This design comes from an exercise in tuning for small area on the open sky130 flow, not from production work. In this exercise RTL edits were held to simulation tests only and were not proved equivalent to the original. No activity file was given, so power comes from the tool's default toggle rates.

==> flow/design.v (excerpt) <==
module GameOfLifeInterface (
    run,
    write_read_not,
    serial_in,
    clk,
    rst,
    serial_out
);
parameter ROW = 24;
parameter COL = 24;
localparam N = ROW*COL;
input run, write_read_not, serial_in, clk, rst;
output reg serial_out;
reg [N-1:0] sr;         
wire [N-1:0] board;     
wire [N-1:0] board_d;   
wire [N-1:0] sr_d;      
reg run1;               
reg run2;               
reg m_init;             
reg s_hold, s_shift, s_load;
reg t_hold, t_val;      
reg b_hold, b_ld, b_gen;
reg early;              
reg phase;              
wire p0 = ~run1;
wire p1 = run1 & ~run2;
wire p2 = run2;
wire top = write_read_not & serial_in;
always @(posedge clk) begin
    s_hold <= 1'b0; s_shift <= 1'b0; s_load <= 1'b0;
    t_hold <= 1'b0; t_val <= 1'b1;
    b_hold <= 1'b0; b_ld <= 1'b0; b_gen <= 1'b0;
    early <= 1'b0;
    if (rst) begin
        phase <= 1'b1;
    end else if (run) begin
        if (p0 & ~phase) begin
            b_ld <= 1'b1;
            s_load <= 1'b1;
            early <= 1'b1;
            phase <= 1'b1;
        end else begin
            b_hold <= p0 | (p1 & early);
            b_ld <= p1 & ~early;
            b_gen <= p2;
            s_hold <= 1'b1;
            t_hold <= 1'b1;
            phase <= ~phase;
        end
    end else begin
        b_hold <= p0 | (p1 & early);
        b_ld <= p1 & ~early;
        b_gen <= p2;
        if (m_init & ~(p1 & early)) begin
            s_load <= 1'b1;
            t_val <= top ^ 1'b1;
            phase <= 1'b1;
        end else begin
            s_hold <= m_init;
            s_shift <= ~m_init;
            t_val <= top ^ ~phase;
            phase <= ~phase;
        end
    end
    if (rst) begin
        run1 <= 1'b0;
        run2 <= 1'b0;
        m_init <= 1'b1;
        serial_out <= 1'b0;
    end else begin
        run1 <= run;
        run2 <= run & run1;
        m_init <= run;
        if (~run & ~write_read_not)
            serial_out <= m_init ? (early ? board[0] : board_d[0]) : (sr_d[0] ^ phase);
    end
end
GameOfLife #(.ROW(ROW), .COL(COL)) game (
    .clk(clk),
    .hold(b_hold),
  ...
Size: ~1200 flip-flops, about 0.090 mm² of cells after synthesis.
Settings: LEC_CHECK=0, CAP_MARGIN=20, CORE_MARGIN=2, CORE_UTILIZATION=50, CTS_BUF_LIST=sky130_fd_sc_hd__clkbuf_16, CTS_CLUSTER_DIAMETER=80, CTS_CLUSTER_SIZE=24, SLEW_MARGIN=20; clock period 8.0 ns.
standard.sh (not shown) runs the stock make flow with config.mk's settings and CLKGATE_MAP_FILE= SYNTH_SCRIPT=/design/flow/synth_recipe.tcl, a recipe that flattens the netlist after the stock synthesis.
==> flow/flow/run.sh <==
#!/bin/bash
# The standard layout (the standard.sh: ORFS synthesis to finish) with one
# change: clock tree synthesis runs without dummy loads, with larger sink
# clusters on clkbuf_16. The whole output goes to flow.log in this folder;
# ORFS keeps each step's own log under orfs/logs/.
set -euo pipefail
CTS="-sink_clustering_enable -repair_clock_nets -sink_clustering_size 24 -sink_clustering_max_diameter 80 -buf_list sky130_fd_sc_hd__clkbuf_16 -dont_use_dummy_load"
bash standard.sh "CTS_ARGS=$CTS" finish > flow.log 2>&1
Change:
==> flow/run.sh (new file) <==
#!/bin/bash
# synth_recipe.tcl (not shown) runs the flow's synth.tcl, then flattens the netlist and writes it again
# the make line also repeats each setting of config.mk as NAME=value (left out here)
make -C /OpenROAD-flow-scripts/flow DESIGN_CONFIG=/design/flow/config.mk WORK_HOME=/design/flow/orfs CLKGATE_MAP_FILE= SYNTH_SCRIPT=/design/flow/synth_recipe.tcl finish
Settings changed: CORE_UTILIZATION 50 to 45, CTS_CLUSTER_DIAMETER 80 to 60, CTS_CLUSTER_SIZE 24 to 16.
removed: flow/flow/run.sh
removed: flow/standard.sh
After rerunning: The changed run finished with timing, DRC and antenna clean; cell area came out higher by 3.0%; total power came out higher by 9.1%; sequential share of layout area came out lower by 0.71 points; non-clock buffer count came out higher by 5; die area came out higher by 11%; via count came out higher by 1.2%; cell count came out higher by 5.1%.

v6:
Starting RTL as in the previous note.
Design GameOfLifeInterface, start of the top module:
module GameOfLifeInterface (
    run,
    write_read_not,
    serial_in,
    clk,
    rst,
    serial_out
);
==> flow/config.mk <==
export PLATFORM = sky130hd
export DESIGN_NAME = GameOfLifeInterface
export DESIGN_NICKNAME = GameOfLifeInterface
export VERILOG_FILES = /design/flow/design.v
export SDC_FILE = /design/flow/constraint.sdc
export NUM_CORES = 4
export LEC_CHECK = 0
export CAP_MARGIN = 20
export CORE_MARGIN = 2
export CORE_UTILIZATION = 50
export CTS_BUF_LIST = sky130_fd_sc_hd__clkbuf_16
export CTS_CLUSTER_DIAMETER = 90
export CTS_CLUSTER_SIZE = 28
export SLEW_MARGIN = 20
==> flow/constraint.sdc <==
create_clock -name core_clock -period 8.0 [get_ports {clk}]
set_input_delay 1.6000 -clock core_clock [delete_from_list [all_inputs] [get_ports {clk}]]
set_output_delay 1.6000 -clock core_clock [all_outputs]
set_load 0.01 [all_outputs]
run.sh (not shown) runs the stock make flow with config.mk's settings and CLKGATE_MAP_FILE= SYNTH_SCRIPT=/design/flow/synth_recipe.tcl, a recipe that flattens the netlist after the stock synthesis.
Stock flow here: none of the scripts above is used.
v6 | stages: all done | timing, DRC, antenna: all pass
Setup changes, v6 to v7
# v6
export LEC_CHECK = 0
export CAP_MARGIN = 20
export CORE_MARGIN = 2
export CORE_UTILIZATION = 50
export CTS_BUF_LIST = sky130_fd_sc_hd__clkbuf_16
export CTS_CLUSTER_DIAMETER = 90
export CTS_CLUSTER_SIZE = 28
export SLEW_MARGIN = 20
create_clock -name core_clock -period 8.0 [get_ports {clk}]
# v7
export LEC_CHECK = 0
export CAP_MARGIN = 20
export CORE_MARGIN = 2
export CORE_UTILIZATION = 50
export CTS_BUF_LIST = sky130_fd_sc_hd__clkbuf_16
export CTS_CLUSTER_DIAMETER = 80
export CTS_CLUSTER_SIZE = 24
export SLEW_MARGIN = 20
create_clock -name core_clock -period 8.0 [get_ports {clk}]
[summary]
- From v6 to v7, flop and latch count out of synthesis did not move at all.
- Setup WNS v6 -> v7: worse
- Slew of the pin with the lowest slew margin: v7 vs v6 down 20 ps
- | global-route total usage across every layer | v6 vs v7 | ≈ equal |

afterwards: timing with drivers on the ports:
No port has a modelled driver above. Below, the same layouts with a new extraction and two added sets of constraints. Step 1 assumes that a clkbuf_16 drives the clock port and a buf_2 every other input. Step 2 moves the port delays by t, midway between the first and last clock arrival at a register: inputs arrive t later, outputs are due t later. That takes back most of the time a late clock gives input paths. a / b / c = ideal / step 1 / step 2; a / b = the first two.
| run | t, ns | slack for setup (ns) | hold WS [ns] | cell pins on the clock port's net |
|---|---|---|---|---|
| the first run of note 1 | 0.786 | 4.746 / 4.670 / 4.919 | 0.447 / 0.447 / 0.447 | 1 |
| the second run of note 1 | 0.869 | 4.524 / 4.524 / 4.524 | 0.446 / 0.446 / 0.446 | 1 |
| v6 | 0.788 | 4.779 / 4.699 / 4.935 | 0.416 / 0.416 / 0.416 | 1 |
| v7 | 0.819 | 4.730 / 4.654 / 4.982 | 0.442 / 0.442 / 0.442 | 1 |
After both steps setup and hold are still met in every run listed.
